This design comes from an exercise in tuning for small area and a short achievable clock period on the open sky130 flow, not from production work. Function was not checked in any run shown here: the RTL went through the layout flow alone. No activity file was given, so power comes from the tool's default toggle rates.

==> flow/design.v, too long to show whole: its modules and the start of the top module <==
// module FIR: 2391 lines
// module fa3: 4 lines
// module ha2: 4 lines
// module hb2: 4 lines
// module xn2: 3 lines
// module or2m: 3 lines
// module rz: 3 lines
// module rs: 3 lines
module FIR #
(
    parameter inbit = 11,
    parameter outbit = 23,
    parameter n=32
)
(
    input rst,
    input clk,
    input wire signed [inbit-1:0] infix,
    output reg signed [outbit-1:0] outfix
);
  // ...
==> flow/run.sh <==
#!/bin/bash
# synth_recipe.tcl (not shown) runs the flow's synth.tcl, then flattens the netlist and writes it again
# the make line also repeats each setting of config.mk as NAME=value (left out here)
make -C /OpenROAD-flow-scripts/flow DESIGN_CONFIG=/design/flow/config.mk WORK_HOME=/design/flow/orfs CLKGATE_MAP_FILE= SYNTH_SCRIPT=/design/flow/synth_recipe.tcl finish
==> flow/config.mk <==
export PLATFORM = sky130hd
export DESIGN_NAME = FIR
export DESIGN_NICKNAME = FIR
export VERILOG_FILES = /design/flow/design.v
export SDC_FILE = /design/flow/constraint.sdc
export NUM_CORES = 4
export LEC_CHECK = 0
export CAP_MARGIN = 20
export CORE_MARGIN = 2
export CORE_UTILIZATION = 40
export SETUP_SLACK_MARGIN = 2.1
export SLEW_MARGIN = 20
export SYNTH_HIERARCHICAL = 1
==> flow/constraint.sdc <==
create_clock -name core_clock -period 4.2 [get_ports {clk}]
set_input_delay 0.8400 -clock core_clock [delete_from_list [all_inputs] [get_ports {clk}]]
set_output_delay 0.8400 -clock core_clock [all_outputs]
set_load 0.01 [all_outputs]
==> flow_results.xml, run 1 <==
<?xml version="1.0" encoding="UTF-8"?>
<metrics>
  <group name="layout">
    <metric name="drive_above_1_share" unit="">0.1778</metric>
    <metric name="layout.nets" unit="">3067</metric>
    <metric name="clk_share" unit="">0.06943</metric>
    <metric name="stdcell_area" unit="sq um">35610</metric>
    <metric name="layout.area.top_class" unit="">multi-input gates</metric>
    <metric name="fraction_of_area_in_registers" unit="">0.4105</metric>
    <metric name="filler_instances" unit="">6678</metric>
    <metric name="antenna-diode-count" unit="">0</metric>
    <metric name="flops_and_latches" unit="">713</metric>
    <metric name="final_common_cell" unit="">sky130_fd_sc_hd__dfxtp_1</metric>
  </group>
  <group name="global_route">
    <metric name="overflow" unit="">0</metric>
    <metric name="busiest_layer" unit="">met2</metric>
    <metric name="grt_start_max_net_pins" unit="">181</metric>
  </group>
  <group name="clocking">
    <metric name="clkSinkCount" unit="">713</metric>
    <metric name="htree_num_levels" unit="">3</metric>
    <metric name="cts_setup_buffers" unit="">14</metric>
    <metric name="clock-root-buffer" unit="">sky130_fd_sc_hd__clkbuf_16</metric>
    <metric name="ctsResizeCount" unit="">205</metric>
  </group>
  <group name="synth">
    <metric name="syn-instance-count" unit="">2322</metric>
  </group>
  <group name="sta">
    <metric name="tightestPinTransition" unit="ns">1.069</metric>
    <metric name="timing.final.max_slew_violations" unit="">0</metric>
    <metric name="worst_hold_slack" unit="ns">0.3629</metric>
    <metric name="count_of_final_setup_violators" unit="">0</metric>
  </group>
  <group name="floorplanning">
    <metric name="rows" unit="">101</metric>
    <metric name="fp.dieH" unit="um">280.4</metric>
  </group>
  <group name="pwr">
    <metric name="net-switching-power" unit="W">0.005458</metric>
  </group>
  <group name="setup_path">
    <metric name="cp_cell_sequence" unit="">fa_1, fa_1, fa_1, nor2_1</metric>
    <metric name="crit_type" unit="">reg -&gt; reg</metric>
    <metric name="r2r_start" unit="">U6[5]</metric>
    <metric name="reg2reg_to" unit="">A4_8_1</metric>
    <metric name="timing.critical_path.slowest_cell_delay" unit="ns">0.57</metric>
  </group>
  <group name="place">
    <metric name="dpl_worst_slack" unit="ns">1.083</metric>
    <metric name="portBuffers" unit="">35</metric>
  </group>
  <group name="drt">
    <metric name="drcViolationCount" unit="">0</metric>
  </group>
  <group name="status">
    <metric name="status" unit="">no timing/DRC/antenna violations</metric>
  </group>
</metrics>
==> run 2: changes to the inputs <==
--- a/flow/config.mk
+++ b/flow/config.mk
@@ -8,6 +8,6 @@
 export CAP_MARGIN = 20
 export CORE_MARGIN = 2
 export CORE_UTILIZATION = 40
-export SETUP_SLACK_MARGIN = 2.1
+export SETUP_SLACK_MARGIN = 2.2
 export SLEW_MARGIN = 20
 export SYNTH_HIERARCHICAL = 1
==> run 2 against run 1 <==
Sequential power is essentially flat. Synthesized area is the same. Via count grew 0.46%. Design area grew 1.7%. Hold slack lost 0.0012 ns. Worst setup slack lost 0.0069 ns. Non-clock buffer count grew 29. Largest power group unchanged. Synthesized cell count is the same. Still clean. Clock power is essentially flat. Wire length is essentially flat.
==> flow_results.xml, run 2 <==
<?xml version="1.0" encoding="UTF-8"?>
<metrics>
  <group name="drt">
    <metric name="drt-vias-per-instance" unit="">4.644</metric>
    <metric name="detail_routed_net_length_per_standard_cell" unit="um">16.99</metric>
    <metric name="antenna_left" unit="">0</metric>
    <metric name="drcViolationCount" unit="">0</metric>
    <metric name="via_count" unit="">16310</metric>
    <metric name="drt_iter0_drc" unit="">619</metric>
    <metric name="routed_wl" unit="um">59680</metric>
    <metric name="detail_route.first_pass.iterations" unit="">4</metric>
  </group>
  <group name="layout">
    <metric name="final_common_cell" unit="">sky130_fd_sc_hd__dfxtp_1</metric>
    <metric name="mostFrequentLayoutCells" unit="">sky130_fd_sc_hd__dfxtp_1, sky130_fd_sc_hd__fa_1, sky130_fd_sc_hd__nor2_1</metric>
    <metric name="largest-register" unit="">outfix</metric>
    <metric name="layout.cells.non_filler" unit="">3513</metric>
    <metric name="syn_to_final_growth" unit="%">18.43</metric>
    <metric name="antenna-diode-count" unit="">0</metric>
    <metric name="largest_reg_flops" unit="">20</metric>
    <metric name="layout.nets" unit="">3095</metric>
    <metric name="drive_above_1_share" unit="">0.2481</metric>
    <metric name="stdcell_area" unit="sq um">36200</metric>
    <metric name="filler_instances" unit="">6639</metric>
  </group>
  <group name="clocking">
    <metric name="htree_num_levels" unit="">3</metric>
    <metric name="cts_hold_repair.buffers" unit="">0</metric>
    <metric name="clock_transition_at_the_registers_of_the_reported_paths" unit="ns">0.06</metric>
    <metric name="tritoncts_clock_tree" unit="">built</metric>
    <metric name="clkSinkCount" unit="">713</metric>
    <metric name="clock-root-buffer" unit="">sky130_fd_sc_hd__clkbuf_16</metric>
    <metric name="numCtsBuffers" unit="">73</metric>
    <metric name="clk_path_buf_depth" unit="">3</metric>
    <metric name="clock_insertion_delay_worst_skew" unit="ns">0.61</metric>
  </group>
  <group name="sta">
    <metric name="fin_setup_tns" unit="ns">0</metric>
    <metric name="worst_slack" unit="ns">2.009</metric>
    <metric name="timing.final.max_slew_violations" unit="">0</metric>
    <metric name="finalCriticalPeriod" unit="ns">2.191</metric>
    <metric name="worst_hold_slack" unit="ns">0.3617</metric>
    <metric name="tightestPinTransition" unit="ns">0.8181</metric>
    <metric name="clock-skew-final" unit="ns">0.01929</metric>
    <metric name="max_freq" unit="MHz">456.4</metric>
    <metric name="final_hold_viol_count" unit="">0</metric>
    <metric name="count_of_final_setup_violators" unit="">0</metric>
    <metric name="setup_repair_after_global_routing_missed_its_margin" unit="">yes</metric>
    <metric name="min_period_over_period" unit="">0.5217</metric>
    <metric name="slew_headroom" unit="">0.4546</metric>
  </group>
  <group name="floorplanning">
    <metric name="rows" unit="">101</metric>
    <metric name="core" unit="sq um">75820</metric>
    <metric name="fp.dieH" unit="um">280.4</metric>
    <metric name="die_width" unit="um">280.4</metric>
    <metric name="die-area" unit="sq um">78640</metric>
    <metric name="initial_utilization" unit="">0.4031</metric>
    <metric name="io-pin-count" unit="">36</metric>
  </group>
  <group name="setup_path">
    <metric name="r2r_start" unit="">X[0]</metric>
    <metric name="crit_type" unit="">reg -&gt; reg</metric>
    <metric name="worst_r2r_path_depth" unit="">9</metric>
    <metric name="crit_path_max_fanout" unit="">3</metric>
    <metric name="endpoint_kind_of_the_worst_setup_timing_path" unit="">register</metric>
    <metric name="crit_path_start_kind" unit="">register</metric>
    <metric name="cp_data_arrival_time" unit="ns">2.67</metric>
    <metric name="worst_setup_path_startpoint" unit="">X[0]</metric>
    <metric name="crit_required" unit="ns">4.67</metric>
  </group>
  <group name="global_route">
    <metric name="first_global_vias" unit="">18970</metric>
    <metric name="grt_start_max_net_pins" unit="">163</metric>
    <metric name="overflow" unit="">0</metric>
    <metric name="grt_pass1_wl" unit="um">102200</metric>
    <metric name="grt_antenna_before_repair" unit="">0</metric>
    <metric name="global_route_usage_over_all_layers" unit="">0.1652</metric>
  </group>
  <group name="status">
    <metric name="status" unit="">no timing/DRC/antenna violations</metric>
  </group>
  <group name="min_path">
    <metric name="hp-start" unit="">A11_0_1</metric>
    <metric name="hold_path_depth" unit="">1</metric>
    <metric name="timing.hold.worst.class" unit="">reg -&gt; reg</metric>
  </group>
  <group name="place">
    <metric name="placedCellCount" unit="">3315</metric>
    <metric name="portBuffers" unit="">35</metric>
    <metric name="dp_hpwl" unit="um">42380</metric>
    <metric name="place_area" unit="sq um">32280</metric>
    <metric name="routabilityCongestion" unit="">0.8445</metric>
    <metric name="dpl_worst_slack" unit="ns">1.085</metric>
  </group>
  <group name="run">
    <metric name="max_cap_violations" unit="">0</metric>
  </group>
  <group name="synth">
    <metric name="syn_area" unit="sq um">30570</metric>
    <metric name="yosysWarningCount" unit="">7</metric>
    <metric name="syn-instance-count" unit="">2322</metric>
    <metric name="avgSynthCellArea" unit="sq um">13.16</metric>
  </group>
  <group name="pwr">
    <metric name="irDropWorstVdd" unit="mV">0.2963</metric>
    <metric name="power-per-cell-area" unit="nW/um^2">532.9</metric>
    <metric name="leakage" unit="nW">13.79</metric>
  </group>
</metrics>
## run 2: metal layers
metal	track usage	routed length [um]	up-vias
met1	0.2160	26280	8508
li1	-	-	7513
met2	0.2838	30480	190
met4	0.04497	1304	0
met3	0.02781	1615	102
met5	0	0	-
## run 2: power by group
group          switching (W)  leakage, nW  internal [W]
combinational        0.00240         6.73       0.00232
sequential          0.000455         5.85       0.00754
clock                0.00268         1.21       0.00389
## run 2: critical path, stage by stage, from the launching register on
cell and delay (ns):
sky130_fd_sc_hd__dfxtp_4 0.35, sky130_fd_sc_hd__ha_4 0.17, sky130_fd_sc_hd__fa_2 0.37, sky130_fd_sc_hd__a211oi_4 0.34, sky130_fd_sc_hd__nor3_4 0.09, sky130_fd_sc_hd__buf_6 0.14, sky130_fd_sc_hd__o31ai_4 0.15, sky130_fd_sc_hd__nand2b_1 0.14
sky130_fd_sc_hd__a211oi_2 0.21, sky130_fd_sc_hd__nor3_1 0.07
## run 2: final cells by class
cell class,count,area (sq um),area share
multi-input combinational,1524,16690,0.4612
clock inverter,20,247.7,0.006844
timing repair buffer,110,923.4,0.02551
inverter,59,236.5,0.006533
sequential,713,14670,0.4053
clock buffer,109,2203,0.06087
tap,978,1224,0.03380
## run 2: worst paths after layout
path | end | slack [ns]
worst max-delay path | outfix[14] | 2.01
worst min-delay path | A10_0_0 | 0.36
worst max register to register | outfix[14] | 2.01
worst min register to register | A10_0_0 | 0.36
## run 2: through the flow
| step | power [W] | utilization |
|---|---|---|
| finish | 0.01929 | 0.4774 |
| global route | 0.02058 | 0.4774 |
| CTS | 0.01925 | 0.4692 |
| detailed placement | 0.01252 | 0.4257 |
| global placement | 0.01239 | 0.4257 |
| floorplan | 0.01130 | - |
## run 2: timing repair
item / 4_1_cts / 5_1_grt
pin swaps: 49 / 93
resized for setup: 350 / 130
endpoints found under the setup margin: 204 / 137
setup buffers: 42 / 27

## afterwards: timing with drivers on the ports
How much do the figures lean on ideal ports? The routed layouts below were timed once more, with nothing changed but the port constraints.
Step 1: set_driving_cell puts a clkbuf_16 on clk and a buf_2 on each other input, an assumption about the parent block.
Step 2 times the ports against the registers' clock, not the clock port: input delays grow and output delays shrink by t, the midpoint of the rising clock arrivals with the driver on.
a / b / c = ideal ports / drivers / drivers and shift; a / b = the first two.
run | t (ns) | setup WS [ns] | slew at the worst register clock pin (ns) | cell pins on the clock port's net
run 1 | 0.657 | 2.016 / 2.016 / 1.392 | 0.06 / 0.06 | 1
run 2 | 0.663 | 2.009 / 2.009 / 1.408 | 0.06 / 0.06 | 1
After both steps setup and hold are still met in every run listed. The setup slack of run 1, which loses most, moves by 0.000 ns with the drivers and by -0.624 ns with both steps.
